From an optimization exercise on the open Yosys and OpenROAD flow, aimed at small area, a short achievable clock period and few clock cycles; shortcuts taken in it are not production practice. No run shown here included a check of the RTL's function; only the layout flow was run.

File: design/flow/design.v
module rsa_encrypt(input clk, reset_n, compute,
                   input [31:0] M, e, n,
                   output logic [31:0] C,
                   output logic encrypt_done);
  logic        busy, first, init, keep, trv, mul, yb, ec;
  logic        sa, sx, zx;    
  logic        nz;            
  logic [4:0]  i;             
  logic [3:0]  j;             
  logic [15:0] acc, X;
  function automatic [1:0] lod4(input [3:0] v);
    lod4 = v[3] ? 2'd3 : v[2] ? 2'd2 : v[1] ? 2'd1 : 2'd0;
  endfunction
  function automatic [4:0] msb32(input [31:0] v);
    logic [7:0] nz;
    logic [1:0] hi;
    logic [1:0] lo;
    logic [3:0] q;
    for (int k = 0; k < 8; k++) nz[k] = |v[4*k +: 4];
    hi = lod4({|nz[7:6], |nz[5:4], |nz[3:2], |nz[1:0]});
    lo = nz[2*hi+1] ? 2'd1 : 2'd0;
    q = v[4*(2*hi+lo) +: 4];
    msb32 = {hi, lo[0], lod4(q)};
  endfunction
  function automatic [3:0] msb16(input [15:0] v);
    logic [3:0] nz;
    logic [1:0] hi;
    for (int k = 0; k < 4; k++) nz[k] = |v[4*k +: 4];
    hi = lod4(nz);
    msb16 = {hi, lod4(v[4*hi +: 4])};
  endfunction
  function automatic below16(input [15:0] v);
    below16 = 1'b0;
    for (int k = 0; k < 15; k++) if (v[k+1]) below16 = v[k];
  endfunction
  wire [15:0] nb = nz ? n[15:0] : 16'd0;
  wire [18:0] xa = zx ? 19'd0 : {2'b0, acc, 1'b0};
  wire [18:0] xb = {3'b0, ({16{sa}} & acc) | ({16{sx}} & X)};
  wire [18:0] z1 = ~{3'b0, nb};
  wire [18:0] z2 = ~{2'b0, nb, 1'b0};
  wire [18:0] s1 = xa ^ xb ^ z1;
  wire [18:0] c1 = {(xa[17:0] & xb[17:0]) | (xa[17:0] & z1[17:0]) | (xb[17:0] & z1[17:0]), 1'b1};
  wire [18:0] s2 = xa ^ xb ^ z2;
  wire [18:0] c2 = {(xa[17:0] & xb[17:0]) | (xa[17:0] & z2[17:0]) | (xb[17:0] & z2[17:0]), 1'b1};
  wire [18:0] t0 = xa + xb;
  wire [18:0] t1 = s1 + c1;    
  wire [18:0] t2 = s2 + c2;    
  wire [15:0] acc_n = !t2[18] ? t2[15:0] : (!t1[18] ? t1[15:0] : t0[15:0]);
  wire [15:0] Y   = mul ? M[15:0] : X;    
  wire y01  = acc[15:1] == 15'd0;         
  wire bm   = below16(M[15:0]);           
  wire [3:0] jm = msb16({1'b0, M[15:1]});  
  wire fin  = (!first || mul) && j == 4'd0;
  wire more = !mul && ec;                 
  wire adv  = fin && !more;               
  wire triv = (e[31:1] == 31'd0) || (M[15:1] == 15'd0);    
  logic busy_n, done_n, first_n, init_n, keep_n, mul_n, yb_n;
  logic [3:0] j_n;
  logic [4:0] i_n;
  always_comb begin
    busy_n = busy; done_n = encrypt_done;
    first_n = first; init_n = init; keep_n = keep; mul_n = mul;
    yb_n = yb; j_n = j; i_n = i;
    if (busy) begin
      if ((first && init && trv) || (adv && i == 5'd0)) begin
        busy_n = 1'b0;
        done_n = 1'b1;
      end
      if (first) begin
        first_n = 1'b0;
        init_n = 1'b0;
        if (!mul && !init) begin
          keep_n = y01;
          j_n = y01 ? 4'd0 : msb16({1'b0, acc[15:1]});
          yb_n = below16(acc);
        end    
      end
      if (!first || mul) begin    
        j_n = j - 4'd1;
        yb_n = Y[j - 4'd1];
        keep_n = 1'b0;
      end
      if (fin) begin
        first_n = 1'b1;
        mul_n = more;
        j_n = jm;                 
        if (adv) i_n = i - 5'd1;
      end
    end else begin
      if (encrypt_done) begin
        if (!compute) done_n = 1'b0;
      end else if (compute) busy_n = 1'b1;
      first_n = 1'b1;
      init_n = 1'b1;
      keep_n = 1'b0;
      mul_n = 1'b0;
      i_n = msb32({1'b0, e[31:1]});
      j_n = jm;
      yb_n = bm;
    end
  end
  always_ff @(posedge clk, negedge reset_n) begin
    if (!reset_n) begin
      busy <= 1'b0;
      encrypt_done <= 1'b0;
    end else begin
      busy <= busy_n;
      encrypt_done <= done_n;
    end
  end
  wire sq1 = busy_n && first_n && !mul_n;    
  wire mu1 = busy_n && first_n && mul_n;     
  wire stp = busy_n && !first_n && !keep_n;  
  always_ff @(posedge clk) begin
    acc <= acc_n;
    ec <= e[i];
    first <= first_n; init <= init_n; keep <= keep_n; mul <= mul_n;
    yb <= yb_n; j <= j_n; i <= i_n;
    sa <= (sq1 && !init_n) || (mu1 && bm) || keep_n || !busy_n;
    sx <= (sq1 && init_n) || (stp && yb_n);
    zx <= sq1 || keep_n || !busy_n;
    nz <= stp || mu1;
    if (busy && first && !init) X <= acc;
    if (!busy) begin
      X <= M[15:0];
      trv <= triv;
    end
  end
  assign C = {16'd0, acc};
endmodule
File: design/flow/flow/run.sh
#!/bin/bash
# The standard layout, with the port buffers made from the smallest buffer
# cell instead of the delay cell buffer_ports picks by default.
set -euo pipefail
export BUFFER_PORTS_ARGS="-buffer_cell sky130_fd_sc_hd__buf_1"
bash standard.sh > standard_flow.log 2>&1
File: design/flow/standard.sh
#!/bin/bash
# synth_recipe.tcl (not shown) runs the flow's synth.tcl, then flattens the netlist and writes it again
# the make line also repeats each setting of config.mk as NAME=value (left out here)
make -C /OpenROAD-flow-scripts/flow DESIGN_CONFIG=/design/flow/config.mk WORK_HOME=/design/flow/orfs CLKGATE_MAP_FILE= SYNTH_SCRIPT=/design/flow/synth_recipe.tcl "${@:-finish}"
File: design/flow/config.mk
export PLATFORM = sky130hd
export DESIGN_NAME = rsa_encrypt
export DESIGN_NICKNAME = rsa_encrypt
export VERILOG_FILES = /design/flow/design.v
export SDC_FILE = /design/flow/constraint.sdc
export NUM_CORES = 4
export LEC_CHECK = 0
export CAP_MARGIN = 20
export CORE_MARGIN = 2
export CORE_UTILIZATION = 40
export CTS_BUF_LIST = sky130_fd_sc_hd__clkbuf_8
export PLACE_DENSITY = 0.6
export SETUP_SLACK_MARGIN = 1.5
export SLEW_MARGIN = 20
File: design/flow/constraint.sdc
create_clock -name core_clock -period 5.0 [get_ports {clk}]
set_input_delay 1.0000 -clock core_clock [delete_from_list [all_inputs] [get_ports {clk}]]
set_output_delay 1.0000 -clock core_clock [all_outputs]
set_load 0.01 [all_outputs]
==> summary.md, run 1 <==
| Metric | Value |
|---|---|
| DR vias | approximately 6000 |
| FF+latch count, synth | 54 |
| Clock Skews | roughly 0.012 ns |
| Reg-to-reg slack, setup | approximately 1.5 ns |
| Worst slew pin tran | 0.705 ns |
| Initial antenna violation count | 0 |
| Final setup vio count | 0 |
| Detailed Route Iter0 Violations | ~290 |
| Clock-pin slew on the worst setup and hold paths | roughly 0.10 ns |
| Ys flop type | edfxtp_1 |
| Starting Density | 40.7% |
| YS warnings | 1 |
| MaxCap Viol Count | 0 |
| Detailed Place HPWL | approximately 15 mm |
| Async S/R FF share, synth | under 10% |
| Syn Area/Cell | around 9.1 sq um |
| Fin. Hold Viols | 0 |
| Post-synth EDFFs | 26 |
| Layout Nets | just over 1000 |
| Worst hold path type | input port to async pin |
| Yosys cell types | 70 |
| Routed via count divided by cell count | ~5.6 |
| Commonest non-fill, non-tap cells in the layout | buf_1 (81), nor2_1 (65), a21oi_1 (62), nand2_1 (53), ha_1 (45) |
| Core Region | around 16000 sq um |
| Num ports | 132 |
| Remaining DRCs | 0 |
| Hold Slack | approximately 0.45 ns |
| TNS Setup | 0 ns |
| Layout cells sized above 1 | about 15% |
| Post-cts hold buffer count | 0 |
| Initial DRT Pass Iterations | 7 |
| Cell Area, Synth | between 6000 and 7000 sq um |
| Tmin final | roughly 3.6 ns |
| Post-synth top area cell | edfxtp_1 |
| First-pass GRT wire length | roughly 30 mm |
| Die height | 133 um |
| Wire per inst | ~17 um |
| # fillers | between 1500 and 2000 |
| Register area | approximately 1400 sq um |
| Die width | ~130 um |
| Max_slew headroom | 53.0% |
| ANT nets after route | 0 |
| Final Slew Violations | 0 |
| Root Driver | clkbuf_8 |
| Synth area leaders | edfxtp_1 (12%), fa_1 (9.9%), ha_1 (9.7%) |
| Crit path kind | input port to flop |
| Gr usage total | around a fifth |
| # diodes | 0 |
| H-tree depth | 2 |
| Num CTS Buffers | 5 |
| FP Rows | 47 |
| # port buffers | between 80 and 90 |
| Startpoint types | input port |
| Clk latency of the worst-skew pair | approximately 0.32 ns |
| RSZ-0062 raised after global routing | yes |
| P&R area growth vs syn | 15.0% |
| RD Place Congestion | ~0.92 |
| Clk sinks | between 50 and 60 |
| Grt ovf | 0 |
| CP max FO | 6 |
| Die Area | about 18000 sq um |
| Sequential share of the synthesized area | slightly above 20% |
| Critical Path RT | approximately 5.2 ns |
| Largest net degree at the start of global routing | 25 |
| Synthesized instance count | ~740 |
| Area occupied by multi-input gates | approximately 5300 sq um |
| Period utilization | 71.4% |
| Clock buffer depth | 2 |
| Post-synth top area share | around an eighth |
| CTS tree | done |
| Leading cell type in the layout, fill and taps excluded | buf_1 |
| WP data arrival | 3.81 ns |
| Fin util | approximately 47% |
| Peak Freq | around 280 MHz |
| CP Capture Type | flop |
| Status | timing/DRC/antenna clean |
| Total wire length | between 15 and 20 mm |
| Number of global-route vias before repair | between 5000 and 6000 |
==> layout make-up <==
type                            count  area share, %
Multi-Input combinational cell    624           68.4
Sequential cell                    54           17.8
Timing Repair Buffer              107           6.92
Tap cell                          220           3.57
Inverter                           39           1.90
Clock buffer                        5          0.893
Clock inverter                      3          0.552
==> metrics by stage <==
stage	setup slack, ns	area (sq um)	cells
2_1_floorplan	1.42	6780	753
3_3_place_gp	0.750	7200	1024
3_5_place_dp	0.744	7200	1024
4_1_cts	1.45	7500	1041
5_1_grt	1.35	7710	1052
6_report	1.43	7710	1052
==> worst max-delay path: stages <==
cell       delay, ns
buf_8           0.08
nand2_8         0.05
fa_1            0.52
inv_1           0.06
fa_2            0.34
and2b_2         0.26
o31ai_4         0.08
a2111oi_4       0.34
o21ai_1         0.14
nand2_2         0.14
a31oi_4         0.15
buf_12          0.17
or3_1           0.31
a31oi_1         0.18
==> cells in the mapped netlist, drive strengths merged (10+ instances only) <==
library cell and number:
xnor2 27, clkbuf 17, buf 19, inv 39, a22o 15, ha 52
o21ai 38, mux2i 24, nor4 10, nor3 21, nor2b 17, fa 33
dfxtp 26, xor2 15, mux4 20, a31oi 14, mux2 16, edfxtp 26
a21oi 67, nor2 67, a21o 11, nand2 56
==> metal layers <==
metal  global-route usage (%)  vias to the layer above  wire length, um
li1                         -                     2884                -
met1                     30.5                     2862             8960
met2                     33.3                      149             8350
met3                     2.13                       12              716
met4                     3.49                        0              206
met5                        0                        -                0
==> state kept, by name, summed over array words and instances, names as in the netlist, 4 cells and up <==
signal  flops
X          16
acc        16
i           5
j           4
==> path summary, 6_finish.rpt <==
| check | start | to | cells past startpoint |
|---|---|---|---|
| worst max-delay path | n[1] | acc[3] | 14 |
| worst min-delay path | reset_n | encrypt_done | 1 |
| worst max register to register | sa | acc[3] | 13 |
| worst min register to register | encrypt_done | encrypt_done | 2 |
| max in group asynchronous | reset_n | busy | 1 |
| min in group core_clock | encrypt_done | encrypt_done | 2 |
==> logic make-up after synthesis <==
| group | Yosys count | share of synthesized area, % |
|---|---|---|
| AOI/OAI and AO/OA | 207 | 20.7 |
| xor gates and xnor gates | 42 | 5.49 |
| adders and majority gates | 85 | 19.6 |
| buffers and inverters | 75 | 5.23 |
| DFF | 54 | 20.2 |
| muxes | 60 | 13.0 |
| other | 1 | 0.0560 |
| and+or+nand+nor | 214 | 15.8 |
==> what timing repair did <==
action	CTS	global route
setup buffers	9	11
pin swaps	10	3
endpoints found under the hold margin	0	0
setup endpoints to repair	16	16
resized for setup	38	17
gates cloned	0	0
==> run 2, diff against run 1 <==
--- a/design/flow/config.mk
+++ b/design/flow/config.mk
@@ -10,5 +10,5 @@
 export CORE_UTILIZATION = 40
 export CTS_BUF_LIST = sky130_fd_sc_hd__clkbuf_8
 export PLACE_DENSITY = 0.6
-export SETUP_SLACK_MARGIN = 1.5
+export SETUP_SLACK_MARGIN = 2.0
 export SLEW_MARGIN = 20
==> run 2 against run 1 <==
Setup slack got worse by 0.044 ns. Critical endpoint unchanged. Cell area barely moved.
==> summary.md, run 2 <==
| Metric | Value |
|---|---|
| FP Rows | 47 (unchanged) |
| Routed via count divided by cell count | 5.64 (was 5.62) |
| CP Capture Type | flop (unchanged) |
| Core Region | 16500 sq um (unchanged) |
| Clk sinks | 54 (unchanged) |
| GRT busiest layer | met2 (unchanged) |
| Starting Density | 40.7% (unchanged) |
| Ys flop type | edfxtp_1 (unchanged) |
| Grt ovf | 0 (unchanged) |
| Max_slew headroom | 53.2% (was 53.0%) |
| Critical Path RT | 5.25 ns (was 5.24 ns) |
| Placed instance area | 7190 sq um (was 7200 sq um) |
| Post-synth EDFFs | 26 (unchanged) |
| Crit path kind | input port to flop (unchanged) |
| YS warnings | 1 (unchanged) |
| Yosys cell types | 70 (unchanged) |
| Async S/R FF share, synth | 3.70% (unchanged) |
| RD Place Congestion | 0.910 (was 0.921) |
| Met2 Usage GRT | 34.2% (was 33.3%) |
| Gr usage total | 20.8% (was 20.7%) |
| # fillers | 1656 (was 1647) |
| Syn Area/Cell | 9.08 sq um (unchanged) |
| Synthesized instance count | 738 (unchanged) |
| Post-synth top area share | 11.7% (unchanged) |
| FF+latch count, synth | 54 (unchanged) |
| Layout cells sized above 1 | 14.2% (was 14.8%) |
| CTS tree | done (unchanged) |
| Layout Nets | 1019 (was 1015) |
| Startpoint types | input port (unchanged) |
| Remaining DRCs | 0 (unchanged) |
| Number of global-route vias before repair | 5738 (was 5732) |
| Synth area leaders | edfxtp_1 (12%), fa_1 (9.9%), ha_1 (9.7%) (unchanged) |
| Post-synth top area cell | edfxtp_1 (unchanged) |
| Initial antenna violation count | 0 (unchanged) |
| Top cells by count, synth | a21oi_1 (67), nor2_1 (67), nand2_1 (56) (unchanged) |
| Period utilization | 72.3% (was 71.4%) |
| # port buffers | 83 (unchanged) |
| Total wire length | 18.5 mm (was 18.2 mm) |
| RSZ-0062 raised after global routing | yes (unchanged) |
| # diodes | 0 (unchanged) |
| Status | timing/DRC/antenna clean (unchanged) |
| WP data arrival | 3.87 ns (was 3.81 ns) |
| Die Area | 17800 sq um (unchanged) |
| Die height | 133 um (unchanged) |
| Post-cts hold buffer count | 0 (unchanged) |
| M1 GR Usage | 30.7% (was 30.5%) |
| Leading cell type in the layout, fill and taps excluded | buf_1 (unchanged) |
| Commonest non-fill, non-tap cells in the layout | buf_1 (82), nor2_1 (65), a21oi_1 (64), nand2_1 (54), ha_1 (51) (was buf_1 (81), nor2_1 (65), a21oi_1 (62), nand2_1 (53), ha_1 (45)) |
| Num CTS Buffers | 5 (unchanged) |
| Die width | 133 um (unchanged) |
| Crit path cell chain | buf_8 > nand2_8 > fa_1 > inv_1 > fa_2 > and2b_2 > o31ai_4 > a2111oi_4 > o21ai_2 > nand2_2 > a31oi_4 > buf_12 > buf_6 > or3_1 > a31oi_1 (was buf_8 > nand2_8 > fa_1 > inv_1 > fa_2 > and2b_2 > o31ai_4 > a2111oi_4 > o21ai_1 > nand2_2 > a31oi_4 > buf_12 > or3_1 > a31oi_1) |
| TNS Setup | 0 ns (unchanged) |
| Final setup vio count | 0 (unchanged) |
| P&R area growth vs syn | 15.1% (was 15.0%) |
| ANT nets after route | 0 (unchanged) |
| Num ports | 132 (unchanged) |
| Final Slew Violations | 0 (unchanged) |
| Clock-pin slew on the worst setup and hold paths | 0.11 ns (was 0.10 ns) |
| Peak Freq | 277 MHz (was 280 MHz) |
| Post-route cell area | 7710 sq um (about the same) |
| Initial DRT Pass Iterations | 5 (was 7) |
| Root Driver | clkbuf_8 (unchanged) |
| Detailed Place HPWL | 14.8 mm (was 14.6 mm) |
| Slowest CP cell | fa_1 (unchanged) |
| H-tree depth | 2 (unchanged) |
| DR vias | 5955 (was 5907) |
| Wire per inst | 17.5 um (was 17.3 um) |
| First-pass GRT wire length | 29.8 mm (about the same) |
| Detailed Route Iter0 Violations | 375 (was 289) |
| Cell Area, Synth | 6700 sq um (unchanged) |
| Clock buffer depth | 2 (unchanged) |
| Largest net degree at the start of global routing | 25 (unchanged) |
| CP max FO | 7 (was 6) |
| MaxCap Viol Count | 0 (unchanged) |
| Clk latency of the worst-skew pair | 0.32 ns (about the same) |
| Sequential share of the synthesized area | 20.2% (unchanged) |
| Tmin final | 3.61 ns (was 3.57 ns) |
| Biggest regs | X x16, acc x16, i x5 (unchanged) |
| Max stage delay on crit path | 0.54 ns (was 0.52 ns) |
| Grt met3 use | 1.98% (was 2.13%) |
| Clock Skews | 0.0104 ns (was 0.0124 ns) |
| Worst hold path type | input port to async pin (unchanged) |
| Hold Slack | 0.455 ns (was 0.454 ns) |
| Fin. Hold Viols | 0 (unchanged) |
| Worst slew pin tran | 0.701 ns (was 0.705 ns) |
==> run 2: cell counts after synthesis <==
No cell type changed its count.
==> run 2: final cells by class <==
class / instances / area [sq um] / area share [%]
Clock buffer: 5 / 68.8 / 0.892
Clock inverter: 3 / 42.5 / 0.552
Inverter: 39 / 146 / 1.90
Multi-Input combinational cell: 624 / 5240 / 67.9
Sequential cell: 54 / 1370 / 17.8
Tap cell: 220 / 275 / 3.57
Timing Repair Buffer: 111 / 569 / 7.38
==> run 2: path summary, 6_finish.rpt <==
check	depth (start not counted)	from	end	slack [ns]
max reg2reg	13	acc[3]	acc[3]	1.49
max	15	n[1]	acc[3]	1.39
min in group core_clock	2	encrypt_done	encrypt_done	0.57
min reg2reg	2	encrypt_done	encrypt_done	0.57
min	1	reset_n	encrypt_done	0.45
max in group asynchronous	1	reset_n	busy	4.41
==> run 2: per-stage QoR <==
step                      util [%]  cells  setup WS [ns]
final                         46.8   1056           1.39
after global routing          46.8   1056           1.26
after CTS                     45.8   1046           1.36
after detailed placement      43.7   1023          0.560
after global placement        43.7   1023          0.611
after floorplan                  -    753           1.42
==> run 2: critical path: cells and delay by family <==
kind / cells / cell delay (ns)
adders and majority gates: 2 / 0.87
AOI/OAI and AO/OA: 5 / 0.86
and+or+nand+nor: 4 / 0.72
buffers and inverters: 4 / 0.41
==> run 2: per-layer routing <==
metal / wire length [um] / vias to the layer above
met2: 8700 / 154
li1: - / 2899
met3: 779 / 10
met1: 8950 / 2892
met5: 0 / -
met4: 107 / 0
==> run 2: kinds of logic (layout without fill, tap and decap cells) <==
kind of cell	count (synthesis)	after routing	synth area share (%)
and+or+nand+nor	214	214	15.8
AOI/OAI and AO/OA	207	207	20.7
adders and majority gates	85	85	19.6
buffers and inverters	75	158	5.23
muxes	60	60	13.0
DFF	54	54	20.2
xor gates and xnor gates	42	42	5.49
other	1	16	0.0560
==> run 2: timing repair <==
| item | CTS | global route |
|---|---|---|
| setup buffers | 15 | 10 |
| cloned | 0 | 0 |
| endpoints found under the setup margin | 18 | 18 |
| gates resized for setup | 36 | 18 |
| pin swaps | 9 | 12 |
==> run 3, diff against run 2 <==
--- a/design/flow/design.v
+++ b/design/flow/design.v
@@ -33,24 +33,29 @@
     below16 = 1'b0;
     for (int k = 0; k < 15; k++) if (v[k+1]) below16 = v[k];
   endfunction
+  function automatic below2_16(input [15:0] v);
+    below2_16 = 1'b0;
+    for (int k = 0; k < 14; k++) if (v[k+2]) below2_16 = v[k];
+  endfunction
   wire [15:0] nb = nz ? n[15:0] : 16'd0;
-  wire [18:0] xa = zx ? 19'd0 : {2'b0, acc, 1'b0};
-  wire [18:0] xb = {3'b0, ({16{sa}} & acc) | ({16{sx}} & X)};
-  wire [18:0] z1 = ~{3'b0, nb};
-  wire [18:0] z2 = ~{2'b0, nb, 1'b0};
-  wire [18:0] s1 = xa ^ xb ^ z1;
-  wire [18:0] c1 = {(xa[17:0] & xb[17:0]) | (xa[17:0] & z1[17:0]) | (xb[17:0] & z1[17:0]), 1'b1};
-  wire [18:0] s2 = xa ^ xb ^ z2;
-  wire [18:0] c2 = {(xa[17:0] & xb[17:0]) | (xa[17:0] & z2[17:0]) | (xb[17:0] & z2[17:0]), 1'b1};
-  wire [18:0] t0 = xa + xb;
-  wire [18:0] t1 = s1 + c1;    
-  wire [18:0] t2 = s2 + c2;    
-  wire [15:0] acc_n = !t2[18] ? t2[15:0] : (!t1[18] ? t1[15:0] : t0[15:0]);
+  wire [17:0] xa = zx ? 18'd0 : {1'b0, acc, 1'b0};
+  wire [17:0] xb = {2'b0, ({16{sa}} & acc) | ({16{sx}} & X)};
+  wire [17:0] z1 = ~{2'b0, nb};
+  wire [17:0] z2 = ~{1'b0, nb, 1'b0};
+  wire [17:0] s1 = xa ^ xb ^ z1;
+  wire [17:0] c1 = {(xa[16:0] & xb[16:0]) | (xa[16:0] & z1[16:0]) | (xb[16:0] & z1[16:0]), 1'b1};
+  wire [17:0] s2 = xa ^ xb ^ z2;
+  wire [17:0] c2 = {(xa[16:0] & xb[16:0]) | (xa[16:0] & z2[16:0]) | (xb[16:0] & z2[16:0]), 1'b1};
+  wire [15:0] t0 = xa[15:0] + xb[15:0];
+  wire [17:0] t1 = s1 + c1;    
+  wire [17:0] t2 = s2 + c2;    
+  wire [15:0] acc_n = !t2[17] ? t2[15:0] : (!t1[17] ? t1[15:0] : t0);
+  wire [15:0] Xf  = init ? X : acc;       
   wire [15:0] Y   = mul ? M[15:0] : X;    
-  wire y01  = acc[15:1] == 15'd0;         
+  wire y01  = Xf[15:1] == 15'd0;          
+  wire m2   = M[15:2] == 14'd0;           
   wire bm   = below16(M[15:0]);           
-  wire [3:0] jm = msb16({1'b0, M[15:1]});  
-  wire fin  = (!first || mul) && j == 4'd0;
+  wire fin  = first ? (mul && m2) : (j == 4'd0);
   wire more = !mul && ec;                 
   wire adv  = fin && !more;               
   wire triv = (e[31:1] == 31'd0) || (M[15:1] == 15'd0);    
@@ -69,13 +74,16 @@
       if (first) begin
         first_n = 1'b0;
         init_n = 1'b0;
-        if (!mul && !init) begin
+        if (mul) begin
+          keep_n = 1'b0;
+          j_n = msb16({2'b0, M[15:2]});
+          yb_n = below2_16(M[15:0]);
+        end else begin
           keep_n = y01;
-          j_n = y01 ? 4'd0 : msb16({1'b0, acc[15:1]});
-          yb_n = below16(acc);
-        end    
-      end
-      if (!first || mul) begin    
+          j_n = y01 ? 4'd0 : msb16({1'b0, Xf[15:1]});
+          yb_n = below16(Xf);
+        end
+      end else begin
         j_n = j - 4'd1;
         yb_n = Y[j - 4'd1];
         keep_n = 1'b0;
@@ -83,7 +91,6 @@
       if (fin) begin
         first_n = 1'b1;
         mul_n = more;
-        j_n = jm;                 
         if (adv) i_n = i - 5'd1;
       end
     end else begin
@@ -95,8 +102,6 @@
       keep_n = 1'b0;
       mul_n = 1'b0;
       i_n = msb32({1'b0, e[31:1]});
-      j_n = jm;
-      yb_n = bm;
     end
   end
   always_ff @(posedge clk, negedge reset_n) begin
--- a/design/flow/config.mk
+++ b/design/flow/config.mk
@@ -10,5 +10,5 @@
 export CORE_UTILIZATION = 40
 export CTS_BUF_LIST = sky130_fd_sc_hd__clkbuf_8
 export PLACE_DENSITY = 0.6
-export SETUP_SLACK_MARGIN = 2.0
+export SETUP_SLACK_MARGIN = 1.5
 export SLEW_MARGIN = 20
==> run 3 against run 2 <==
Still clean on timing, DRC and antenna. Synthesized area increased by 8.9%. Maximum frequency fell by 1.2%. Cell count grew 5.7%. Setup slack got worse by 0.046 ns. Sequential share of layout area down 1.9 points. Register-to-register slack got worse by 0.13 ns. Critical path depth shrank 2. Wire length grew 6.5%. Non-clock buffer count fell by 7. Highest routed layer unchanged.
==> summary.md, run 3 <==
| Metric | Value |
|---|---|
| CP Capture Type | flop (unchanged) |
| # diodes | 0 (unchanged) |
| Commonest non-fill, non-tap cells in the layout | buf_1 (83), inv_1 (50), a21oi_1 (48), ha_1 (43), nand2_1 (42) (was buf_1 (82), nor2_1 (65), a21oi_1 (64), nand2_1 (54), ha_1 (51)) |
| Syn Area/Cell | 9.06 sq um (was 9.08 sq um) |
| Biggest regs | X x16, acc x16, i x5 (unchanged) |
| Core Region | 17900 sq um (was 16500 sq um) |
| Pre-CTS setup slack | 0.622 ns (was 0.560 ns) |
| Max_slew headroom | 39.8% (was 53.2%) |
| R2R cell count | 12 (was 13) |
| # fillers | 1776 (was 1656) |
| Layout Nets | 1070 (was 1019) |
| Period utilization | 73.2% (was 72.3%) |
| Cell Area, Synth | 7290 sq um (was 6700 sq um) |
| Clock-pin slew on the worst setup and hold paths | 0.11 ns (about the same) |
| Crit path kind | input port to flop (unchanged) |
| Initial DRT Pass Iterations | 5 (unchanged) |
| Peak Freq | 273 MHz (was 277 MHz) |
| Total wire length | 19.7 mm (was 18.5 mm) |
| Async S/R FF share, synth | 3.85% (was 3.70%) |
| MaxCap Viol Count | 0 (unchanged) |
| Post-synth top area cell | edfxtp_1 (unchanged) |
| Yosys cell types | 87 (was 70) |
| Num ports | 132 (unchanged) |
| Clock Skews | 0.0166 ns (was 0.0104 ns) |
| Final setup vio count | 0 (unchanged) |
| Sequential share of the synthesized area | 18.0% (was 20.2%) |
| Fin. Hold Viols | 0 (unchanged) |
| RSZ-0062 raised after global routing | yes (unchanged) |
| Critical path destination | acc[7] (was acc[3]) |
| DR vias | 6331 (was 5955) |
| Tmin final | 3.66 ns (was 3.61 ns) |
| Num CTS Buffers | 5 (unchanged) |
| Root Driver | clkbuf_8 (unchanged) |
| CTS tree | done (unchanged) |
| Post-synth top area share | 10.7% (was 11.7%) |
| Final worst slack | 1.34 ns (was 1.39 ns) |
| Die Area | 19300 sq um (was 17800 sq um) |
| Starting Density | 40.7% (about the same) |
| First-pass GRT wire length | 32.1 mm (was 29.8 mm) |
| Top cells by count, synth | ha_1 (53), inv_1 (53), a21oi_1 (49), nand2_1 (49) (was a21oi_1 (67), nor2_1 (67), nand2_1 (56)) |
| Clk sinks | 52 (was 54) |
| Initial antenna violation count | 0 (unchanged) |
| Post-synth EDFFs | 26 (unchanged) |
| RD Place Congestion | 0.858 (was 0.910) |
| TNS Setup | 0 ns (unchanged) |
| Largest net degree at the start of global routing | 24 (was 25) |
| Startpoint types | input port (unchanged) |
| Detailed Place HPWL | 16.0 mm (was 14.8 mm) |
| Leading cell type in the layout, fill and taps excluded | buf_1 (unchanged) |
| Worst reg2reg startpoint | sa (was acc[3]) |
| YS warnings | 1 (unchanged) |
| FP Rows | 49 (was 47) |
| Grt ovf | 0 (unchanged) |
| Routed via count divided by cell count | 5.67 (was 5.64) |
| Post-cts hold buffer count | 0 (unchanged) |
| Critical Path RT | 5.21 ns (was 5.25 ns) |
| Worst slew pin tran | 0.903 ns (was 0.701 ns) |
| CP Launch Point | n[1] (unchanged) |
| Remaining DRCs | 0 (unchanged) |
| Die width | 139 um (was 133 um) |
| # port buffers | 83 (unchanged) |
| FF+latch count, synth | 52 (was 54) |
| Die height | 139 um (was 133 um) |
| Final Slew Violations | 0 (unchanged) |
| Worst hold path type | input port to async pin (unchanged) |
| WP data arrival | 3.87 ns (about the same) |
| H-tree depth | 2 (unchanged) |
| Clk latency of the worst-skew pair | 0.33 ns (was 0.32 ns) |
| Synthesized instance count | 805 (was 738) |
| Synth area leaders | edfxtp_1 (11%), ha_1 (9.1%), fa_1 (8.8%) (was edfxtp_1 (12%), fa_1 (9.9%), ha_1 (9.7%)) |
| Detailed Route Iter0 Violations | 376 (was 375) |
| Wire per inst | 17.7 um (was 17.5 um) |
| R2r endpoint | acc[7] (was acc[3]) |
| Number of global-route vias before repair | 6137 (was 5738) |
| ANT nets after route | 0 (unchanged) |
| Clock buffer depth | 2 (unchanged) |
| P&R area growth vs syn | 14.7% (was 15.1%) |
| Ys flop type | edfxtp_1 (unchanged) |
| CP max FO | 5 (was 7) |
| Gr usage total | 20.2% (was 20.8%) |
| Layout cells sized above 1 | 18.6% (was 14.2%) |
| Reg-to-reg slack, setup | 1.36 ns (was 1.49 ns) |
| Status | timing/DRC/antenna clean (unchanged) |
## run 3: cell types whose count changed in the layout (fill, tap and decap cells not counted), moves of 9 or more
cell,before,now
nand2_1,54,42
nor2_1,65,41
o211ai_1,5,14
inv_1,40,50
ha_4,1,10
a21oi_1,64,48
mux2i_1,24,33
## run 3: worst max-delay path: stages
cell	delay (ns)
buf_1	0.07
and2_4	0.16
fa_1	0.51
inv_2	0.05
ha_4	0.22
a211oi_4	0.28
o21ai_2	0.12
and4bb_2	0.29
nor4_4	0.30
or4_4	0.25
and2_4	0.24
mux2i_2	0.27
mux2i_1	0.10
## run 3: final cells by class
cell class / count / area, sq um / share of cell area, %
clock buffer: 5 / 68.8 / 0.823
timing repair buffer: 104 / 489 / 5.85
clock inverter: 3 / 25.0 / 0.299
sequential: 52 / 1330 / 15.8
multi-input combinational: 670 / 5970 / 71.4
tap: 229 / 287 / 3.43
inverter: 53 / 199 / 2.38
## run 3: timing repair
action                                  in CTS  in global routing
endpoints found under the setup margin      16                 16
buffers inserted                            12                  3
resized for setup                           42                 28
gates cloned                                 1                  0
pin swaps                                   20                 13
## run 3: worst min path at each step
| stage | endpoint | slack (ns) | cells past startpoint |
|---|---|---|---|
| after floorplan | ec | 0.53 | 1 |
| after CTS | encrypt_done | 0.43 | 1 |
| after detailed placement | encrypt_done | 0.57 | 2 |
| final | encrypt_done | 0.43 | 1 |
| after global routing | encrypt_done | 0.42 | 1 |
| after global placement | ec | 0.56 | 1 |
## run 3: routing by layer
layer	up-vias	share of wire (%)	wire (um)	GRT usage [%]
met3	14	3.6	701	1.42
met4	0	1.1	208	3.40
met2	139	47	9330	32.8
met1	3042	48	9500	30.0
met5	-	0	0	0
li1	3136	-	-	-
## run 3: through the flow
stage / area [sq um] / instances / hold slack, ns / utilization (%)
2_1_floorplan: 7460 / 820 / 0.534 / -
3_3_place_gp: 7810 / 1092 / 0.561 / 43.6
3_5_place_dp: 7810 / 1092 / 0.567 / 43.6
4_1_cts: 8220 / 1113 / 0.430 / 45.9
5_1_grt: 8370 / 1116 / 0.424 / 46.7
6_report: 8370 / 1116 / 0.433 / 46.7
## run 3: kinds of logic after synthesis
group / after synthesis / synth area share (%)
other: 1 / 0.0514
DFF: 52 / 18.0
xor gates and xnor gates: 41 / 4.92
adders and majority gates: 85 / 17.9
AOI/OAI and AO/OA: 217 / 20.5
and+or+nand+nor: 226 / 16.6
muxes: 84 / 15.4
buffers and inverters: 99 / 6.72
==> run 4, diff against run 3 <==
==> design/flow/design.v (replaced) <==
module rsa_encrypt(input clk, reset_n, compute,
                   input [31:0] M, e, n,
                   output logic [31:0] C,
                   output logic encrypt_done);
  logic        busy, first, keep, trv, mul, yb, ec, bm, nz;
  logic [4:0]  i;             
  logic [3:0]  j;             
  logic [15:0] A, B, X;
  function automatic [1:0] lod4(input [3:0] v);
    lod4 = v[3] ? 2'd3 : v[2] ? 2'd2 : v[1] ? 2'd1 : 2'd0;
  endfunction
  function automatic [3:0] msb16(input [15:0] v);
    logic [3:0] nz;
    logic [1:0] hi;
    for (int k = 0; k < 4; k++) nz[k] = |v[4*k +: 4];
    hi = lod4(nz);
    msb16 = {hi, lod4(v[4*hi +: 4])};
  endfunction
  function automatic [4:0] msb32(input [31:0] v);
    logic [7:0] nz;
    logic [1:0] hi;
    logic [1:0] lo;
    logic [3:0] q;
    for (int k = 0; k < 8; k++) nz[k] = |v[4*k +: 4];
    hi = lod4({|nz[7:6], |nz[5:4], |nz[3:2], |nz[1:0]});
    lo = nz[2*hi+1] ? 2'd1 : 2'd0;
    q = v[4*(2*hi+lo) +: 4];
    msb32 = {hi, lo[0], lod4(q)};
  endfunction
  function automatic below16(input [15:0] v);
    below16 = 1'b0;
    for (int k = 0; k < 15; k++) if (v[k+1]) below16 = v[k];
  endfunction
  function automatic below2_16(input [15:0] v);
    below2_16 = 1'b0;
    for (int k = 0; k < 14; k++) if (v[k+2]) below2_16 = v[k];
  endfunction
  wire [15:0] nb = nz ? n[15:0] : 16'd0;
  wire [18:0] xa = {2'b0, A, 1'b0};
  wire [18:0] xb = {3'b0, B};
  wire [18:0] z1 = ~{3'b0, nb};
  wire [18:0] z2 = ~{2'b0, nb, 1'b0};
  wire [18:0] s1 = xa ^ xb ^ z1;
  wire [18:0] c1 = {(xa[17:0] & xb[17:0]) | (xa[17:0] & z1[17:0]) | (xb[17:0] & z1[17:0]), 1'b1};
  wire [18:0] s2 = xa ^ xb ^ z2;
  wire [18:0] c2 = {(xa[17:0] & xb[17:0]) | (xa[17:0] & z2[17:0]) | (xb[17:0] & z2[17:0]), 1'b1};
  wire [18:0] t0 = xa + xb;
  wire [18:0] t1 = s1 + c1;    
  wire [18:0] t2 = s2 + c2;    
  wire [15:0] acc_n = !t2[18] ? t2[15:0] : (!t1[18] ? t1[15:0] : t0[15:0]);
  wire [15:0] Y   = mul ? M[15:0] : X;    
  wire y01  = B[15:1] == 15'd0;           
  wire m2   = M[15:2] == 14'd0;           
  wire fin  = first ? (mul && m2) : (j == 4'd0);
  wire more = !mul && ec;                 
  wire adv  = fin && !more;               
  wire triv = (e[31:1] == 31'd0) || (M[15:1] == 15'd0);    
  logic busy_n, done_n, first_n, keep_n, mul_n, yb_n;
  logic [3:0] j_n;
  logic [4:0] i_n;
  logic [15:0] X_n;
  always_comb begin
    busy_n = busy; done_n = encrypt_done;
    first_n = first; keep_n = keep; mul_n = mul;
    yb_n = yb; j_n = j; i_n = i; X_n = X;
    if (busy) begin
      if ((first && !mul && trv) || (adv && i == 5'd0)) begin
        busy_n = 1'b0;
        done_n = 1'b1;
      end
      if (first) begin
        first_n = 1'b0;
        if (mul) begin
          X_n = A;
          keep_n = 1'b0;
          j_n = msb16({2'b0, M[15:2]});
          yb_n = below2_16(M[15:0]);
        end else begin
          X_n = B;
          keep_n = y01;
          j_n = y01 ? 4'd0 : msb16({1'b0, B[15:1]});
          yb_n = below16(B);
        end
      end else begin
        j_n = j - 4'd1;
        yb_n = Y[j - 4'd1];
        keep_n = 1'b0;
      end
      if (fin) begin
        first_n = 1'b1;
        mul_n = more;
        if (adv) i_n = i - 5'd1;
      end
    end else begin
      if (encrypt_done) begin
        if (!compute) done_n = 1'b0;
      end else if (compute) busy_n = 1'b1;
      X_n = M[15:0];
      first_n = 1'b1;
      keep_n = 1'b0;
      mul_n = 1'b0;
      i_n = msb32({1'b0, e[31:1]});
    end
  end
  wire stp   = busy_n && !first_n && !keep_n;           
  wire mu1   = busy_n && first_n && mul_n;              
  wire sq1   = busy_n && first_n && !mul_n;             
  wire a_acc = stp || mu1;
  wire b_acc = (sq1 && busy) || keep_n || !busy_n || (mu1 && bm);
  wire b_X   = (sq1 && !busy) || (stp && yb_n);         
  always_ff @(posedge clk, negedge reset_n) begin
    if (!reset_n) begin
      busy <= 1'b0;
      encrypt_done <= 1'b0;
    end else begin
      busy <= busy_n;
      encrypt_done <= done_n;
    end
  end
  always_ff @(posedge clk) begin
    ec <= e[i];
    first <= first_n; keep <= keep_n; mul <= mul_n;
    yb <= yb_n; j <= j_n; i <= i_n;
    X <= X_n;
    nz <= a_acc;
    A <= a_acc ? acc_n : 16'd0;
    B <= ({16{b_acc}} & acc_n) | ({16{b_X}} & X_n);
    if (!busy) begin
      trv <= triv;
      bm <= below16(M[15:0]);    
    end
  end
  assign C = {16'd0, B};
endmodule
==> run 4 against run 3 <==
Clock-buffer cell count up 4. Sequential share of layout area down 0.49 points. Register-to-register slack better by 0.15 ns. Critical path type unchanged. Highest routed layer unchanged.
==> summary.md, run 4 <==
| Metric | Value |
|---|---|
| Cell Area, Synth | 7810 sq um (was 7290 sq um) |
| Number of global-route vias before repair | 7168 (was 6137) |
| Die width | 144 um (was 139 um) |
| Status | timing/DRC/antenna clean (unchanged) |
| Critical Path RT | 5.22 ns (was 5.21 ns) |
| CP max FO | 9 (was 5) |
| Commonest non-fill, non-tap cells in the layout | inv_1 (117), buf_1 (83), a21oi_1 (62), o21ai_0 (60), nor2_1 (59) (was buf_1 (83), inv_1 (50), a21oi_1 (48), ha_1 (43), nand2_1 (42)) |
| FF+latch count, synth | 65 (was 52) |
| Clock Skews | 0.0129 ns (was 0.0166 ns) |
| Async S/R FF share, synth | 3.08% (was 3.85%) |
| Most common cell in the netlist | inv_1 |
| CTS tree | done (unchanged) |
| Starting Density | 40.4% (was 40.7%) |
| Detailed Place HPWL | 18.7 mm (was 16.0 mm) |
| TNS Setup | 0 ns (unchanged) |
| Die height | 144 um (was 139 um) |
| Post-synth EDFFs | 11 (was 26) |
| RSZ-0062 raised after global routing | yes (unchanged) |
| Crit path cell chain | buf_1 > and2_4 > fa_1 > inv_2 > ha_4 > nor2b_4 > o2111ai_4 > nand3_4 > a211oi_4 > o211ai_1 > buf_6 > a2111o_1 > o21ai_1 > o211ai_1 (was buf_1 > and2_4 > fa_1 > inv_2 > ha_4 > a211oi_4 > o21ai_2 > and4bb_2 > nor4_4 > or4_4 > and2_4 > mux2i_2 > mux2i_1) |
| Post-synth top area cell | dfxtp_1 (was edfxtp_1) |
| Post-cts hold buffer count | 0 (unchanged) |
| Post-route cell area | 9280 sq um (was 8370 sq um) |
| Worst hold path type | input port to async pin (unchanged) |
| Top cells by count, synth | inv_1 (117), a21oi_1 (70), o21ai_0 (64) (was ha_1 (53), inv_1 (53), a21oi_1 (49), nand2_1 (49)) |
| Remaining DRCs | 0 (unchanged) |
| Crit path kind | input port to flop (unchanged) |
| Tmin final | 3.58 ns (was 3.66 ns) |
| Layout Nets | 1239 (was 1070) |
| Period utilization | 71.6% (was 73.2%) |
| CP Capture Type | flop (unchanged) |
| Biggest regs | A x16, B x16, X x16 (was X x16, acc x16, i x5) |
| Routed via count divided by cell count | 5.67 (about the same) |
| Wire per inst | 18.1 um (was 17.7 um) |
| WP data arrival | 3.80 ns (was 3.87 ns) |
| Largest net degree at the start of global routing | 33 (was 24) |
| Sequential share of the synthesized area | 18.2% (was 18.0%) |
| Clock buffer depth | 2 (unchanged) |
| Max stage delay on crit path | 0.49 ns (was 0.51 ns) |
| Core Region | 19300 sq um (was 17900 sq um) |
| Detailed Route Iter0 Violations | 498 (was 376) |
| Initial DRT Pass Iterations | 5 (unchanged) |
| Peak Freq | 279 MHz (was 273 MHz) |
| Critical Path Most Common Cell | o211ai_1 (was and2_4) |
| Delay-heaviest family, CP | compound AO/OA/AOI/OAI gates (was simple AND/OR/NAND/NOR gates) |
| First-pass GRT wire length | 38.3 mm (was 32.1 mm) |
| Final Slew Violations | 0 (unchanged) |
| DR vias | 7515 (was 6331) |
| Fin. Hold Viols | 0 (unchanged) |
| Startpoint types | input port (unchanged) |
| # fillers | 1986 (was 1776) |
| H-tree depth | 3 (was 2) |
| R2R cell count | 13 (was 12) |
| # diodes | 0 (unchanged) |
| Layout cells sized above 1 | 16.9% (was 18.6%) |
| Worst slew pin tran | 0.868 ns (was 0.903 ns) |
| FP Rows | 51 (was 49) |
| Ys flop type | dfxtp_1 (was edfxtp_1) |
| Final setup vio count | 0 (unchanged) |
| Area occupied by multi-input gates | 6270 sq um (was 5970 sq um) |
| MaxCap Viol Count | 0 (unchanged) |
| RD Place Congestion | 0.885 (was 0.858) |
| Root Driver | clkbuf_8 (unchanged) |
| Register area | 1420 sq um (was 1330 sq um) |
| Clk sinks | 65 (was 52) |
| Num CTS Buffers | 9 (was 5) |
| Worst Path Buf+Inv | 3 (was 2) |
| ANT nets after route | 0 (unchanged) |
| Leading cell type in the layout, fill and taps excluded | inv_1 (was buf_1) |
| Yosys cell types | 88 (was 87) |
| Gr usage total | 23.7% (was 20.2%) |
| Synthesized instance count | 962 (was 805) |
| CP Depth | 14 (was 13) |
| Grt ovf | 0 (unchanged) |
| P&R area growth vs syn | 18.7% (was 14.7%) |
| Total wire length | 24.0 mm (was 19.7 mm) |
| Num ports | 132 (unchanged) |
| Placed instance area | 8470 sq um (was 7810 sq um) |
| Syn Area/Cell | 8.12 sq um (was 9.06 sq um) |
| # port buffers | 83 (unchanged) |
| Clk latency of the worst-skew pair | 0.35 ns (was 0.33 ns) |
| Synth area leaders | dfxtp_1 (13%), fa_1 (8.5%), ha_1 (8.2%) (was edfxtp_1 (11%), ha_1 (9.1%), fa_1 (8.8%)) |
| YS warnings | 1 (unchanged) |
| Slowest CP cell | fa_1 (unchanged) |
| Post-synth top area share | 13.3% (was 10.7%) |
| Initial antenna violation count | 0 (unchanged) |
| Max_slew headroom | 41.6% (was 39.8%) |
| Clock-pin slew on the worst setup and hold paths | 0.07 ns (was 0.11 ns) |
| Die Area | 20700 sq um (was 19300 sq um) |
-- run 4: area by class of cell --
cell class	count	area share (%)
inverter	121	4.90
clock buffer	9	1.34
sequential	65	15.3
tap	265	3.57
multi-input combinational	739	67.6
clock inverter	7	0.593
timing repair buffer	120	6.66
-- run 4: metrics by stage --
stage | util (%) | cells | hold WS [ns] | worst slack [ns]
final | 48.0 | 1326 | 0.417 | 1.42
after global routing | 48.0 | 1326 | 0.422 | 1.30
after CTS | 46.5 | 1318 | 0.410 | 1.39
after detailed placement | 43.8 | 1284 | 0.534 | 0.677
after global placement | 43.8 | 1284 | 0.542 | 0.693
after floorplan | - | 977 | 0.489 | 1.36
-- run 4: final timing paths --
check	slack [ns]	startpoint	to
setup / recovery	1.42	n[2]	B[14]
hold / removal	0.42	reset_n	encrypt_done
setup reg to reg	1.51	B[2]	B[14]
hold reg to reg	0.55	X[2]	X[2]
max in group asynchronous	4.46	reset_n	busy
min in group core_clock	0.55	X[2]	X[2]
-- run 4: timing repair --
action / CTS / global route
buffers inserted: 16 / 6
pin swaps: 17 / 11
endpoints found under the setup margin: 32 / 32
endpoints found under the hold margin: 0 / 0
gates resized for setup: 44 / 42
gates cloned: 2 / 2
-- run 4: logic make-up after synthesis --
group,synth area share [%]
AO/OA/AOI/OAI,25.7
AND/OR/NAND/NOR,17.3
buffers and inverters,9.61
adder cells (fa/ha/maj),16.6
flip-flops,18.2
multiplexers,8.52
XOR/XNOR,4.04
other,0.0480
-- run 4: worst reg2reg max path: stages (launching register included) --
cell	delay, ns
dfxtp_1	0.52
inv_1	0.20
fa_1	0.56
inv_2	0.05
ha_4	0.22
nor2b_4	0.13
o2111ai_4	0.25
nand3_4	0.14
a211oi_4	0.32
o211ai_1	0.14
buf_6	0.20
a2111o_1	0.41
o21ai_1	0.11
o211ai_1	0.11
-- run 4: routing by layer --
layer / vias to the layer above / global-route usage (%) / share of wire (%)
met5: - / 0 / 0
met2: 194 / 39.4 / 47
li1: 3641 / - / -
met1: 3649 / 33.4 / 47
met3: 31 / 2.23 / 4.2
met4: 0 / 4.85 / 1.8
==> run 5, diff against run 4 <==
==> design/flow/design.v (replaced) <==
module rsa_encrypt(input clk, reset_n, compute,
                   input [31:0] M, e, n,
                   output logic [31:0] C,
                   output logic encrypt_done);
  logic        busy, first, keep, trv, mul, yb, ec;
  logic        sa, sx;        
  logic        ua, xX;        
  logic        nz;            
  logic [4:0]  i;             
  logic [3:0]  j;             
  logic [15:0] acc, X;
  function automatic [1:0] lod4(input [3:0] v);
    lod4 = v[3] ? 2'd3 : v[2] ? 2'd2 : v[1] ? 2'd1 : 2'd0;
  endfunction
  function automatic [4:0] msb32(input [31:0] v);
    logic [7:0] nz;
    logic [1:0] hi;
    logic [1:0] lo;
    logic [3:0] q;
    for (int k = 0; k < 8; k++) nz[k] = |v[4*k +: 4];
    hi = lod4({|nz[7:6], |nz[5:4], |nz[3:2], |nz[1:0]});
    lo = nz[2*hi+1] ? 2'd1 : 2'd0;
    q = v[4*(2*hi+lo) +: 4];
    msb32 = {hi, lo[0], lod4(q)};
  endfunction
  function automatic [3:0] msb16(input [15:0] v);
    logic [3:0] nz;
    logic [1:0] hi;
    for (int k = 0; k < 4; k++) nz[k] = |v[4*k +: 4];
    hi = lod4(nz);
    msb16 = {hi, lod4(v[4*hi +: 4])};
  endfunction
  function automatic below16(input [15:0] v);
    below16 = 1'b0;
    for (int k = 0; k < 15; k++) if (v[k+1]) below16 = v[k];
  endfunction
  function automatic below2_16(input [15:0] v);
    below2_16 = 1'b0;
    for (int k = 0; k < 14; k++) if (v[k+2]) below2_16 = v[k];
  endfunction
  wire [15:0] nb = nz ? n[15:0] : 16'd0;
  wire [18:0] xa = {2'b0, ({16{ua}} & acc) | ({16{xX}} & X), 1'b0};
  wire [18:0] xb = {3'b0, ({16{sa}} & acc) | ({16{sx}} & X)};
  wire [18:0] z1 = ~{3'b0, nb};
  wire [18:0] z2 = ~{2'b0, nb, 1'b0};
  wire [18:0] s1 = xa ^ xb ^ z1;
  wire [18:0] c1 = {(xa[17:0] & xb[17:0]) | (xa[17:0] & z1[17:0]) | (xb[17:0] & z1[17:0]), 1'b1};
  wire [18:0] s2 = xa ^ xb ^ z2;
  wire [18:0] c2 = {(xa[17:0] & xb[17:0]) | (xa[17:0] & z2[17:0]) | (xb[17:0] & z2[17:0]), 1'b1};
  wire [18:0] t0 = xa + xb;
  wire [18:0] t1 = s1 + c1;    
  wire [18:0] t2 = s2 + c2;    
  wire [15:0] acc_n = !t2[18] ? t2[15:0] : (!t1[18] ? t1[15:0] : t0[15:0]);
  wire [15:0] Y   = mul ? M[15:0] : X;    
  wire y01  = acc[15:1] == 15'd0;         
  wire m2   = M[15:2] == 14'd0;           
  wire bm   = below16(M[15:0]);           
  wire fin  = first ? (mul && m2) : (j == 4'd0);
  wire more = !mul && ec;                 
  wire adv  = fin && !more;               
  wire triv = (e[31:1] == 31'd0) || (M[15:1] == 15'd0);    
  logic busy_n, done_n, first_n, keep_n, mul_n, yb_n;
  logic [3:0] j_n;
  logic [4:0] i_n;
  always_comb begin
    busy_n = busy; done_n = encrypt_done;
    first_n = first; keep_n = keep; mul_n = mul;
    yb_n = yb; j_n = j; i_n = i;
    if (busy) begin
      if (trv || (adv && i == 5'd0)) begin
        busy_n = 1'b0;
        done_n = 1'b1;
      end
      if (first) begin
        first_n = 1'b0;
        if (mul) begin
          keep_n = 1'b0;
          j_n = msb16({2'b0, M[15:2]});
          yb_n = below2_16(M[15:0]);
        end else begin
          keep_n = y01;
          j_n = y01 ? 4'd0 : msb16({1'b0, acc[15:1]});
          yb_n = below16(acc);
        end
      end else begin
        j_n = j - 4'd1;
        yb_n = Y[j - 4'd1];
        keep_n = 1'b0;
      end
      if (fin) begin
        first_n = 1'b1;
        mul_n = more;
        if (adv) i_n = i - 5'd1;
      end
    end else begin
      if (encrypt_done) begin
        if (!compute) done_n = 1'b0;
      end else if (compute) busy_n = 1'b1;
      first_n = 1'b0;
      keep_n = 1'b0;
      mul_n = 1'b0;
      j_n = msb16({1'b0, M[15:1]});
      yb_n = below16(M[15:0]);
      i_n = msb32({1'b0, e[31:1]});
    end
  end
  always_ff @(posedge clk, negedge reset_n) begin
    if (!reset_n) begin
      busy <= 1'b0;
      encrypt_done <= 1'b0;
    end else begin
      busy <= busy_n;
      encrypt_done <= done_n;
    end
  end
  wire sq1 = busy_n && first_n && !mul_n;    
  wire mu1 = busy_n && first_n && mul_n;     
  wire stp = busy_n && !first_n && !keep_n;  
  wire st1 = !busy && busy_n;                
  always_ff @(posedge clk) begin
    acc <= acc_n;
    ec <= e[busy ? i : i_n];
    first <= first_n; keep <= keep_n; mul <= mul_n;
    yb <= yb_n; j <= j_n; i <= i_n;
    sa <= sq1 || (mu1 && bm) || keep_n || done_n;
    sx <= (stp && yb_n && !(st1 && triv)) || (st1 && triv);
    ua <= (stp && !st1) || mu1;
    xX <= st1 && !triv;
    trv <= st1 && triv;          
    nz <= (stp && !(st1 && triv)) || mu1;
    if (busy && first) X <= acc;
    if (!busy) X <= M[15:0];
  end
  assign C = {16'd0, acc};
endmodule
==> run 5 against run 4 <==
Still clean on timing, DRC and antenna. Synthesized cell count shrank 13%. Critical path type unchanged. First-iteration DRC count shrank 0.20%.
==> summary.md, run 5 <==
| Metric | Value |
|---|---|
| Clk latency of the worst-skew pair | 0.33 ns (was 0.35 ns) |
| Placed instance area | 7730 sq um (was 8470 sq um) |
| # diodes | 0 (unchanged) |
| Post-synth top area cell | fa_1 (was dfxtp_1) |
| Startpoint types | input port (unchanged) |
| FF+latch count, synth | 52 (was 65) |
| Number of global-route vias before repair | 6412 (was 7168) |
| Initial DRT Pass Iterations | 7 (was 5) |
| Layout cells sized above 1 | 20.2% (was 16.9%) |
| Worst hold path type | input port to async pin (unchanged) |
| Final worst slack | 1.30 ns (was 1.42 ns) |
| RSZ-0062 raised after global routing | yes (unchanged) |
| CTS tree | done (unchanged) |
| Synth area leaders | fa_1 (9.3%), ha_1 (9.1%), dfxtp_1 (8.7%) (was dfxtp_1 (13%), fa_1 (8.5%), ha_1 (8.2%)) |
| Routed via count divided by cell count | 5.90 (was 5.67) |
| Num ports | 132 (unchanged) |
| Initial antenna violation count | 0 (unchanged) |
| Post-route cell area | 8600 sq um (was 9280 sq um) |
| Die height | 137 um (was 144 um) |
| Total wire length | 21.3 mm (was 24.0 mm) |
| CP Depth | 17 (was 14) |
| Clock buffer depth | 2 (unchanged) |
| Largest net degree at the start of global routing | 52 (was 33) |
| Yosys cell types | 90 (was 88) |
| Die width | 137 um (was 144 um) |
| # fillers | 1690 (was 1986) |
| Layout Nets | 1118 (was 1239) |
| CP max FO | 6 (was 9) |
| Detailed Place HPWL | 16.2 mm (was 18.7 mm) |
| Worst slew pin tran | 0.849 ns (was 0.868 ns) |
| Fin. Hold Viols | 0 (unchanged) |
| WP data arrival | 3.96 ns (was 3.80 ns) |
| Num CTS Buffers | 5 (was 9) |
| Clock Skews | 0.0119 ns (was 0.0129 ns) |
| Core Region | 17400 sq um (was 19300 sq um) |
| R2R cell count | 15 (was 13) |
| Peak Freq | 270 MHz (was 279 MHz) |
| Top cells by count, synth | nand2_1 (75), nor2_1 (58), a21oi_1 (54) (was inv_1 (117), a21oi_1 (70), o21ai_0 (64)) |
| Final Slew Violations | 0 (unchanged) |
| Synthesized instance count | 836 (was 962) |
| Pre-CTS setup slack | 0.341 ns (was 0.677 ns) |
| Commonest non-fill, non-tap cells in the layout | buf_1 (80), nand2_1 (71), nor2_1 (54), a21oi_1 (49) (was inv_1 (117), buf_1 (83), a21oi_1 (62), o21ai_0 (60), nor2_1 (59)) |
| Cell Area, Synth | 7120 sq um (was 7810 sq um) |
| Delay-heaviest family, CP | compound AO/OA/AOI/OAI gates (unchanged) |
| Crit path kind | input port to flop (unchanged) |
| Max stage delay on crit path | 0.59 ns (was 0.49 ns) |
| Sequential share of the synthesized area | 17.4% (was 18.2%) |
| Max_slew headroom | 43.3% (was 41.6%) |
| YS warnings | 1 (unchanged) |
| Worst Path Buf+Inv | 5 (was 3) |
| Most common cell in the netlist | nand2_1 (was inv_1) |
| Remaining DRCs | 0 (unchanged) |
| # port buffers | 83 (unchanged) |
| Biggest regs | X x16, acc x16, j x4 (was A x16, B x16, X x16) |
| Starting Density | 41.0% (was 40.4%) |
| Root Driver | clkbuf_8 (unchanged) |
| Tmin final | 3.70 ns (was 3.58 ns) |
| ANT nets after route | 0 (unchanged) |
| DR vias | 6844 (was 7515) |
| Period utilization | 74.1% (was 71.6%) |
| P&R area growth vs syn | 20.9% (was 18.7%) |
| Ys flop type | dfxtp_1 (unchanged) |
| Gr usage total | 22.4% (was 23.7%) |
| Hold Slack | 0.430 ns (was 0.417 ns) |
| Clk sinks | 52 (was 65) |
| Die Area | 18900 sq um (was 20700 sq um) |
| Post-synth EDFFs | 19 (was 11) |
| Leading cell type in the layout, fill and taps excluded | buf_1 (was inv_1) |
| Slowest CP cell | fa_2 (was fa_1) |
| Crit path cell chain | buf_8 > nand2_8 > inv_4 > fa_2 > fa_2 > nor2b_4 > o2111ai_2 > nand3_2 > o311ai_4 > o21ai_2 > o311ai_4 > buf_12 > a21oi_4 > buf_12 > buf_6 > mux2i_1 > o21ai_1 (was buf_1 > and2_4 > fa_1 > inv_2 > ha_4 > nor2b_4 > o2111ai_4 > nand3_4 > a211oi_4 > o211ai_1 > buf_6 > a2111o_1 > o21ai_1 > o211ai_1) |
| Async S/R FF share, synth | 3.85% (was 3.08%) |
| Post-synth top area share | 9.28% (was 13.3%) |
| MaxCap Viol Count | 0 (unchanged) |
| Wire per inst | 18.4 um (was 18.1 um) |
| FP Rows | 48 (was 51) |
| Post-cts hold buffer count | 0 (unchanged) |
| Status | timing/DRC/antenna clean (unchanged) |
| CP Capture Type | flop (unchanged) |
| RD Place Congestion | 0.906 (was 0.885) |
| TNS Setup | 0 ns (unchanged) |
| Grt ovf | 0 (unchanged) |
| H-tree depth | 2 (was 3) |
| Clock-pin slew on the worst setup and hold paths | 0.11 ns (was 0.07 ns) |
| Critical Path RT | 5.25 ns (was 5.22 ns) |
| First-pass GRT wire length | 33.5 mm (was 38.3 mm) |
| Syn Area/Cell | 8.51 sq um (was 8.12 sq um) |
| Detailed Route Iter0 Violations | 497 (was 498) |
| Final setup vio count | 0 (unchanged) |
-- run 5: changes by cell type in the layout (fill, tap and decap cells not counted), moves of 11 or more --
cell,previous run,this run
and2_1,14,3
a22o_1,0,20
a21oi_1,62,49
o31ai_1,17,5
nand2_1,54,71
o21ai_0,60,32
o211ai_1,28,9
dfxtp_1,50,20
inv_1,117,41
-- run 5: cells by family after synthesis --
kind of cell,share of synthesized area (%)
AO/OA/AOI/OAI,26.8
XOR/XNOR,4.55
adder cells (fa/ha/maj),18.4
buffers and inverters,6.29
flip-flops,17.4
multiplexers,8.77
other,0.0527
AND/OR/NAND/NOR,17.7
-- run 5: worst paths after layout --
path / startpoint / to / slack, ns
max: n[1] / acc[5] / 1.30
min: reset_n / encrypt_done / 0.43
max reg2reg: X[2] / acc[5] / 1.37
min reg2reg: trv / busy / 0.59
max in group asynchronous: reset_n / busy / 4.43
min in group core_clock: trv / busy / 0.59
-- run 5: stage by stage --
stage | util (%) | instances
2_1_floorplan | - | 851
3_3_place_gp | 44.6 | 1121
3_5_place_dp | 44.6 | 1121
4_1_cts | 47.9 | 1154
5_1_grt | 49.6 | 1160
6_report | 49.6 | 1160
-- run 5: layout make-up --
class                   count  area, sq um  share of cell area [%]
repair buffers            126          751                    8.72
clock inverters             3         23.8                   0.276
clock buffers               5         68.8                   0.800
multi-input cells         703         6040                    70.2
flip-flops and latches     52         1270                    14.7
inverters                  46          175                    2.04
well taps                 225          282                    3.27
-- run 5: metal layers --
| metal | share of wire [%] | wire (um) | track usage, % | up-vias |
|---|---|---|---|---|
| met3 | 4.1 | 873 | 1.73 | 20 |
| met4 | 1.4 | 304 | 4.41 | 0 |
| met1 | 48 | 10100 | 32.4 | 3318 |
| li1 | - | - | - | 3318 |
| met2 | 47 | 10000 | 36.9 | 188 |
| met5 | 0 | 0 | 0 | - |
-- run 5: timing repair --
action / in CTS / in global routing
endpoints found under the setup margin: 17 / 21
hold endpoints to repair: 0 / 0
setup buffers: 23 / 6
cloned: 2 / 0
pin swaps: 31 / 36
gates resized for setup: 65 / 63
-- run 5: worst register-to-register path, delay by kind of cell, from the launching register on --
family          cells  cell delay [ns]
compound gates      7             1.48
mux                 1             0.10
simple gates        2             0.26
flops               1             0.50
fa+ha+maj           2             0.78
buf+inv             3             0.45

re-timing with driven ports:
How much do the figures lean on ideal ports? The routed layouts below were timed once more, with nothing changed but the port constraints.
Step 1 sets driving cells, clkbuf_16 on the clock port and buf_2 on the other inputs (assumed; they add their load-dependent delay and slew).
Step 2 times the ports against the registers' clock, not the clock port: input delays grow and output delays shrink by t, the midpoint of the rising clock arrivals with the driver on.
a / b / c = no drivers / after step 1 / after step 2; a / b = the first two.
run | t, ns | slack for setup (ns) | pins driven straight from the clock port
run 1 | 0.347 | 1.429 / 1.409 / 1.063 | 1
run 2 | 0.345 | 1.386 / 1.364 / 1.019 | 1
run 3 | 0.350 | 1.340 / 1.351 / 1.001 | 1
run 4 | 0.384 | 1.418 / 1.433 / 1.050 | 1
run 5 | 0.357 | 1.296 / 1.292 / 0.935 | 1
After both steps every run listed still meets setup and hold. The setup slack of run 4, which loses most, moves by +0.015 ns with the drivers and by -0.368 ns with both steps.
